This design comes from an exercise in tuning for small area on the open sky130 flow, not from production work. Only simulation tests tie the RTL to the original design; equivalence was not proved. No activity file was given, so power comes from the tool's default toggle rates.

==> design/flow/design.v <==
`timescale 1ns / 1ps
module debounce(rst, in, master_clk, out);
    input rst;  
    input in;  
    input master_clk;
    output out;  
    reg meta_sync0;  
    reg meta_sync1;
    reg debouncer;  
    reg [15:0] cnt;  
    always @ (posedge master_clk) begin
        if (rst) meta_sync0 <= 1'b0;
        else meta_sync0 <= in;
    end
    always @ (posedge master_clk) begin
        if (rst) meta_sync1 <= 1'b0;
        else meta_sync1 <= meta_sync0;
    end
    always @ (posedge master_clk) begin
        if (rst) begin
            cnt <= 16'd0;
            debouncer <= 1'b0;
        end
        else if (debouncer == meta_sync1) begin
            cnt <= 16'd0;
        end
        else begin
            cnt <= cnt + 1'b1;
            if (cnt == 16'hffff) begin
                    debouncer <= ~out;
            end
        end
    end
    assign out = debouncer;
endmodule
`timescale 1ns / 1ps
module clocks(master_clk, rst, RESET, fast_clk, fast_tick);
    input master_clk;
    input rst;  
    input RESET;
    output wire fast_clk;
    output wire fast_tick;  
    reg [31:0] fast_clk_counter;
    reg curr_fast_clk;
    always @ (posedge master_clk) begin
        if (rst == 1'b1 || RESET == 1'b1) begin
            curr_fast_clk <= 1'b0;
            fast_clk_counter <= 32'd0;
        end
        else if (fast_clk_counter == 32'd83333 - 32'd1) begin
            curr_fast_clk <= ~fast_clk;
            fast_clk_counter <= 32'd0;
        end
        else begin
            fast_clk_counter <= fast_clk_counter + 1;
            curr_fast_clk <= fast_clk;
        end
    end
    assign fast_clk = curr_fast_clk;
    assign fast_tick = (RESET == 1'b0) && (fast_clk_counter == 32'd83333 - 32'd1) && (curr_fast_clk == 1'b0);
endmodule
module control(
    clk,
    rst,
    RESET,
    PROCEED,
    CONFIRM,
    num_0_db,
    num_1_db,
    num_2_db,
    num_3_db,
    num_4_db,
    num_5_db,
    num_6_db,
    num_7_db,
    num_8_db,
    num_9_db,
    dig1,
    dig2,
    dig3,
    dig4
);
input clk;
input rst;  
input PROCEED;
input RESET;
input CONFIRM;
input num_0_db;
input num_1_db;
input num_2_db;
input num_3_db;
input num_4_db;
input num_5_db;
input num_6_db;
input num_7_db;
input num_8_db;
input num_9_db;
output wire [6:0] dig1;
output wire [6:0] dig2;
output wire [6:0] dig3;
output wire [6:0] dig4;
reg [6:0] dig1_reg;
reg [6:0] dig2_reg;
reg [6:0] dig3_reg;
reg [6:0] dig4_reg;
reg [3:0] lfsr_state;  
reg [3:0] secret_reg;
reg [3:0] guess; 
reg [2:0] numTry;
localparam IDLE = 2'b00;
localparam CONFIRM_PRESSED = 2'b01;
localparam FAIL = 2'b10;
localparam SUCCESS = 2'b11;        
reg [1:0] state;
always @ (posedge clk) begin
    if (rst) begin
        dig1_reg <= 7'b0000000;
        dig2_reg <= 7'b0000000;
        dig3_reg <= 7'b0000000;
        dig4_reg <= 7'b0000000;
        state <= IDLE;
        numTry <= 0;
        lfsr_state <= 4'b1101;
        secret_reg <= 0;
        guess <= 0;
    end
    else if (RESET) begin
        dig1_reg <= 7'b1111111;
        dig2_reg <= 7'b1111111;
        dig3_reg <= 7'b1111111;
        dig4_reg <= 7'b1111111;
        state <= IDLE;
        numTry <= 4;
        lfsr_state <= lfsr_state ^ (lfsr_state << 1) ^(lfsr_state << 3);
        secret_reg <= lfsr_state % 10;
        guess <= 12;  
    end
    else begin
        case (state)
            SUCCESS: 
                begin 
                    dig1_reg <= 7'b0010010;  
                    dig2_reg <= 7'b1000110;  
                    dig3_reg <= 7'b1111111;
                    case (numTry)
                            3:
                                dig4_reg <= 7'b0110000;
                            2:
                                dig4_reg <= 7'b0100100;
                            1:
                                dig4_reg <= 7'b1111001;
                            0:                
                                dig4_reg <= 7'b1000000;    
                    endcase
                end
            FAIL:
                begin
                    dig1_reg <= 7'b0000000;
                    dig2_reg <= 7'b0000000;
                    dig3_reg <= 7'b0000000;
                    dig4_reg <= 7'b0000000;
                 end
            IDLE:
                begin
                    if(CONFIRM && guess != 12) begin
                        numTry <= numTry - 1;
                        state <= CONFIRM_PRESSED;  
                    end
                    dig1_reg <= 7'b1111111;
                    dig2_reg <= 7'b1111111;
                    if (num_0_db == 1'b1) begin
                        dig4_reg <= 7'b1000000;
                        guess <= 0;
                    end
                    else if (num_1_db == 1'b1) begin 
                        dig4_reg <= 7'b1111001;
                        guess <= 1;
                    end 
                    else if (num_2_db == 1'b1) begin 
                        dig4_reg <= 7'b0100100;
                        guess <= 2;
                    end     
                    else if (num_3_db == 1'b1) begin 
                        dig4_reg <= 7'b0110000;
                        guess <= 3;
                    end 
                    else if (num_4_db == 1'b1) begin 
                        dig4_reg <= 7'b0011001;
                        guess <= 4;
                    end     
                    else if (num_5_db == 1'b1) begin 
                        dig4_reg <= 7'b0010010;
                        guess <= 5;
                    end     
                    else if (num_6_db == 1'b1) begin 
                        dig4_reg <= 7'b0000010;
                        guess <= 6;
                    end     
                    else if (num_7_db == 1'b1) begin 
                        dig4_reg <= 7'b1111000;
                        guess <= 7;
                    end 
                    else if (num_8_db == 1'b1) begin 
                        dig4_reg <= 7'b0000000;
                        guess <= 8;
                    end     
                    else if (num_9_db == 1'b1) begin 
                        dig4_reg <= 7'b0010000;
                        guess <= 9;
                    end 
                    else begin
                        dig4_reg <= 7'b1111111;
                        guess <= 12;
                    end 
                end
            CONFIRM_PRESSED:
                begin
                    if (guess == secret_reg) begin
                        state <= SUCCESS;  
                    end
                    else if (numTry == 0) begin
                        state <= FAIL;  
                    end
                    if(PROCEED) begin
                        state <= IDLE;  
                    end
                    else if (guess < secret_reg) begin 
                        dig1_reg <= 7'b1000111;  
                        dig2_reg <= 7'b1000000;  
                        dig3_reg <= 7'b1111111;
                        dig4_reg <= 7'b1111111;         
                    end
                    else if (guess > secret_reg) begin 
                        dig1_reg <= 7'b0001001;  
                        dig2_reg <= 7'b1111001;  
                        dig3_reg <= 7'b1111111;
                        dig4_reg <= 7'b1111111;         
                    end
                 end
             endcase
        end                
    end
assign dig1 = dig1_reg;
assign dig2 = dig2_reg;
assign dig3 = dig3_reg;
assign dig4 = dig4_reg;
endmodule
`timescale 1ns / 1ps
module cathode_and_anode(clk,rst,fast_tick,dig1,dig2,dig3,dig4,cathode, anode);
    input clk;
    input rst;  
    input fast_tick;  
    input [6:0] dig1;
    input [6:0] dig2;
    input [6:0] dig3;
    input [6:0] dig4;
    output [6:0] cathode;
    output [3:0] anode;
    reg [6:0] cathode_reg; 
    reg [3:0] anode_reg;
    reg [1:0] itr;
    always @(posedge clk) begin
        if (rst) begin
            itr <= 2'b00;
            anode_reg <= 4'b0000;
            cathode_reg <= 7'b0000000;
        end
        else if (!fast_tick) begin
        end
        else if(itr == 0) begin
            itr <= itr + 2'b1;
            anode_reg <= 4'b0111;
            cathode_reg <= dig1;
        end
        else if (itr == 1) begin
            itr <= itr + 2'b1;
            anode_reg <= 4'b1011;
                cathode_reg <= dig2;
        end
        else if (itr == 2) begin
            itr <= itr + 2'b1;
            anode_reg <= 4'b1101;
                cathode_reg <= dig3;
        end
        else if (itr == 3) begin
            itr <= 2'b00;
            anode_reg <= 4'b1110;
                cathode_reg <= dig4;
        end
    end
    assign cathode = cathode_reg;
    assign anode = anode_reg;
endmodule
module game(clk,rst,btnU,btnR,btnL,sw,an,seg);
    input clk;
    input rst;  
    input btnR;
    input btnL;
    input btnU;
    input [9:0] sw;
    output [3:0] an;
    output [6:0] seg;
    wire debounced0;
    wire debounced1;
    wire debounced2;
    wire debounced3;
    wire debounced4;
    wire debounced5;
    wire debounced6;
    wire debounced7;
    wire debounced8;
    wire debounced9;
    wire debouncedRst;
    wire debouncedCfm;
    wire debouncedPcd;
    debounce debounce0(.rst(rst),.in(sw[0]),.master_clk(clk),.out(debounced0));
    debounce debounce1(.rst(rst),.in(sw[1]),.master_clk(clk),.out(debounced1));
    debounce debounce2(.rst(rst),.in(sw[2]),.master_clk(clk),.out(debounced2));
    debounce debounce3(.rst(rst),.in(sw[3]),.master_clk(clk),.out(debounced3));
    debounce debounce4(.rst(rst),.in(sw[4]),.master_clk(clk),.out(debounced4));
    debounce debounce5(.rst(rst),.in(sw[5]),.master_clk(clk),.out(debounced5));
    debounce debounce6(.rst(rst),.in(sw[6]),.master_clk(clk),.out(debounced6));
    debounce debounce7(.rst(rst),.in(sw[7]),.master_clk(clk),.out(debounced7));
    debounce debounce8(.rst(rst),.in(sw[8]),.master_clk(clk),.out(debounced8));
    debounce debounce9(.rst(rst),.in(sw[9]),.master_clk(clk),.out(debounced9));
    debounce debounceRst(.rst(rst),.in(btnR),.master_clk(clk),.out(debouncedRst));
    debounce debounceCfm(.rst(rst),.in(btnL),.master_clk(clk),.out(debouncedCfm));
    debounce debouncePcd(.rst(rst),.in(btnU),.master_clk(clk),.out(debouncedPcd));
    wire fast_clk;
    wire fast_tick;
    clocks clk_div(.master_clk(clk),.rst(rst),.RESET(debouncedRst),.fast_clk(fast_clk),.fast_tick(fast_tick));
    wire [6:0] dig1;
    wire [6:0] dig2;
    wire [6:0] dig3;
    wire [6:0] dig4;
    control controlUnit(.clk(clk),.rst(rst),.CONFIRM(debouncedCfm),.RESET(debouncedRst),.PROCEED(debouncedPcd),.num_0_db(debounced0),.num_1_db(debounced1),.num_2_db(debounced2),.num_3_db(debounced3),
    .num_4_db(debounced4),.num_5_db(debounced5),.num_6_db(debounced6),.num_7_db(debounced7),.num_8_db(debounced8),
    .num_9_db(debounced9),.dig1(dig1),.dig2(dig2),.dig3(dig3),.dig4(dig4));
    cathode_and_anode display(.clk(clk),.rst(rst),.fast_tick(fast_tick),.dig1(dig1),.dig2(dig2),.dig3(dig3),.dig4(dig4),.cathode(seg),.anode(an));
endmodule
==> design/flow/run.sh <==
#!/bin/bash
# synth_recipe.tcl (not shown) runs the flow's synth.tcl, then flattens the netlist and writes it again
# the make line also repeats each setting of config.mk as NAME=value (left out here)
make -C /OpenROAD-flow-scripts/flow DESIGN_CONFIG=/design/flow/config.mk WORK_HOME=/design/flow/orfs CLKGATE_MAP_FILE= SYNTH_SCRIPT=/design/flow/synth_recipe.tcl finish
==> design/flow/config.mk <==
export PLATFORM = sky130hd
export DESIGN_NAME = game
export DESIGN_NICKNAME = game
export VERILOG_FILES = /design/flow/design.v
export SDC_FILE = /design/flow/constraint.sdc
export NUM_CORES = 4
export LEC_CHECK = 0
export CAP_MARGIN = 20
export CORE_MARGIN = 2
export CORE_UTILIZATION = 40
export PLACE_DENSITY = 0.6
export SLEW_MARGIN = 20
==> design/flow/constraint.sdc <==
create_clock -name core_clock -period 10.0 [get_ports {clk}]
set_input_delay 2.0000 -clock core_clock [delete_from_list [all_inputs] [get_ports {clk}]]
set_output_delay 2.0000 -clock core_clock [all_outputs]
set_load 0.01 [all_outputs]
==> results.txt <==
## final cells by class
class                           count  area [sq um]
Fill cell                        3343         18600
Clock inverter                     14           179
Clock buffer                       48          1050
Inverter                           44           165
Multi-Input combinational cell   1134          7030
Sequential cell                   324          6490
Tap cell                          455           569
Timing Repair Buffer               27           263
## synth_stat cells, types with 3 or more instances
master | count | share of area
o211ai_1 | 4 | 0.0022
nand2b_1 | 4 | 0.0018
mux2i_1 | 20 | 0.014
a21oi_1 | 44 | 0.016
inv_1 | 43 | 0.012
and3_1 | 52 | 0.023
nand2_1 | 96 | 0.026
and2_1 | 4 | 0.0018
o21ai_0 | 35 | 0.013
a211oi_1 | 5 | 0.0027
and4_1 | 24 | 0.015
o211a_1 | 4 | 0.0029
nor4_1 | 12 | 0.0054
xor2_1 | 138 | 0.087
buf_2 | 6 | 0.0022
xnor2_1 | 70 | 0.044
a21o_1 | 4 | 0.0022
nor3_1 | 45 | 0.016
a221oi_1 | 7 | 0.0044
nor2_1 | 276 | 0.074
nor2b_1 | 33 | 0.015
a211oi_2 | 9 | 0.0081
o21bai_1 | 5 | 0.0027
nor3b_1 | 4 | 0.0022
ha_1 | 39 | 0.035
a31o_2 | 3 | 0.0019
nand3_1 | 93 | 0.033
dfxtp_1 | 324 | 0.47
buf_1 | 3 | 0.00081
clkbuf_1 | 43 | 0.012
a311oi_1 | 6 | 0.0038
or3_1 | 22 | 0.0099
nor4bb_1 | 3 | 0.0022
nand4_1 | 48 | 0.022
buf_4 | 3 | 0.0016
## metal layers
layer	up-vias	wire length, um
li1	5329	-
met1	4692	12900
met2	121	11500
met3	41	980
met4	0	499
met5	-	0
## worst min path at each step
stage	startpoint	end	slack, ns	cells after the start
floorplan	debounce5.cnt[0]	debounce5.cnt[0]	0.41	1
global placement	debounce0.meta_sync0	debounce0.meta_sync1	0.42	1
detailed placement	debounceCfm.meta_sync0	debounceCfm.meta_sync1	0.42	1
CTS	debounce5.cnt[0]	debounce5.cnt[0]	0.44	1
global route	debounce1.meta_sync0	debounce1.meta_sync1	0.46	1
finish	debounce5.meta_sync0	debounce5.meta_sync1	0.43	1
## kinds of logic (layout without fill, tap and decap cells)
kind of cell / after synthesis / count (layout) / synth area share
AOI/OAI and AO/OA: 139 / 139 / 0.0681
xor gates and xnor gates: 208 / 208 / 0.131
adders and majority gates: 39 / 39 / 0.0351
buffers and inverters: 100 / 133 / 0.0289
DFF: 324 / 324 / 0.466
muxes: 20 / 20 / 0.0144
and+or+nand+nor: 728 / 728 / 0.257
## power by group
part / internal, mW / switching [mW]
clock: 0.841 / 0.512
combinational: 0.0150 / 0.0252
sequential: 1.30 / 0.00722
total: 2.16 / 0.544
## worst max-delay path, cell delays in order
cell and delay, ns:
buf_4 0.60, clkinv_1 0.28, buf_4 0.33, nand2_1 0.29
nor4_1 0.10, a31o_2 0.21
## through the flow
stage,instance area (sq um),setup WS (ns),power (mW),utilization
CTS,15700,6.53,2.75,0.458
global placement,14500,6.03,1.38,0.422
detailed placement,14500,5.99,1.38,0.422
floorplan,13900,6.70,1.36,-
global route,15700,6.32,2.81,0.458
finish,15700,6.56,2.70,0.458
## placed cells by master, fill, tap and decap left out, drive strengths merged, types with 47 or more instances in the layout
cell    count
and3       52
clkbuf     48
dfxtp     324
nand2      96
nand3      93
nand4      48
nor2      276
nor3       47
xnor2      70
xor2      138
==> impl_metrics.py <==
metrics = {
    "layout": {
        "layout-drive-gt1-share": 0.0509,
        "area_growth_pct": 13.1,
        "diodes": 0,
        "largest-register": "clk_div.fast_clk_counter",
        "stdcell_count": 2046,
        "final_nets": 1622,
        "largest_register_ffs": 32,
    },
    "synthesis": {
        "synth_edf_count": 0,
        "synth_area_sq_um": 13900,
        "synthCells": 1558,
        "synth_ff_type": "dfxtp_1",
        "async_flop_share": 0,
        "syn_area_per_cell_sq_um": 8.94,
        "yosys_warnings": 4,
        "ys_ff_latch": 324,
        "synth_nets": 1612,
        "synth_cell_types": 58,
        "synth_seq_area_share": 0.466,
    },
    "placed_design": {
        "portBuffers": 25,
        "dp_cells": 1984,
        "hpwl_um": 17100,
        "gp_congestion": 0.819,
    },
    "critical_path": {
        "crit_arrival_ns": 3.85,
        "required_ns": 10.41,
        "r2r-end": "display.itr[0]",
        "cp-start-kind": "input pin",
        "crit_end": "clk_div.fast_clk_counter[31]",
        "r2r_setup_slack_ns": 7.12,
        "critPathCaptureType": "register",
        "crit_fanout": 72,
        "r2r-start": "display.itr[0]",
        "reg2reg_depth": 7,
        "critPathKind": "input pin to register",
        "crit_start": "rst",
    },
    "timing": {
        "tns_ns": 0,
        "rsz0062_at_grt": "no",
        "finalClockSkew_ns": 0.0169,
        "setup_viol": 0,
        "slew_violations": 0,
        "worst_slew_margin_rel": 0.262,
        "fmax_mhz": 291,
        "hold_viol": 0,
        "whs_ns": 0.428,
        "worst_pin_slew_ns": 1.10,
        "min_period_ns": 3.44,
        "min_period_over_period": 0.344,
    },
    "clocking": {
        "clockRootBuffer": "clkbuf_16",
        "clk_latency_ns": 0.52,
        "ctsHoldBuffers": 0,
        "numCtsBuffers": 37,
        "clk_pin_slew_ns": 0.06,
        "cts.sinks": 324,
        "h-tree-depth": 2,
        "cts.path.max_buffers": 3,
        "post_cts_resized": 0,
        "cts.repair_timing.setup_buffer_count": 0,
        "cts_tree": "built",
    },
    "global_route": {
        "track_usage": 0.147,
        "grt_max_degree": 73,
        "antenna_found_initial": 0,
        "use_met1": 0.198,
        "grt_pass1_wl_um": 45500,
        "use_met3": 0.0296,
        "grt_pass1_vias": 9893,
        "grt.met2_usage": 0.238,
        "grt-ovfl-total": 0,
        "top_usage_layer": "met2",
    },
    "routing": {
        "drt_first_pass_iters": 5,
        "vias": 10183,
        "routedWlPerCell_um": 12.6,
        "drc": 0,
        "viasPerCell": 4.98,
        "wl_um": 25900,
        "antenna_left": 0,
        "drtIter0Drc": 529,
    },
    "worst_hold_path": {
        "hp-class": "register to register",
    },
    "die": {
        "core_sq_um": 34400,
        "start_util": 0.405,
        "num_rows": 68,
        "die_y_um": 191,
        "pin_count": 26,
        "fp.dieW_um": 191,
        "design.die.area_sq_um": 36300,
    },
    "job": {
        "drv_cap": 0,
    },
    "status": {
        "status": "timing/DRC/antenna clean",
    },
    "pwr": {
        "powerDensity_nw_per_um2": 172,
        "leakagePower_nw": 5.59,
        "irDropWorstVdd_uv": 121,
    },
}

[re-timing with driven ports]
In the flow no input, the clock included, has a driving cell. The finished layout below was timed again as built, in two steps.
Step 1 sets driving cells, clkbuf_16 on the clock port and buf_2 on the other inputs (assumed; they add their load-dependent delay and slew).
Step 2 adds t to the input delays and takes it off the output delays; t is the mean of the earliest and latest rising clock arrival at the registers after step 1. Input paths then give back, and output paths get back, about the clock's delay inside the block.
Three values: ideal, step 1, step 2; two values: the first two.
t (ns): 0.558
setup WS [ns]: 6.561 / 6.536 / 6.019
worst hold slack (ns): 0.428 / 0.428 / 0.428
worst slew at a driven data input, ns: 0.04
After both steps this run still meets setup and hold. The setup slack of this run moves by -0.025 ns with the drivers and by -0.542 ns with both steps.
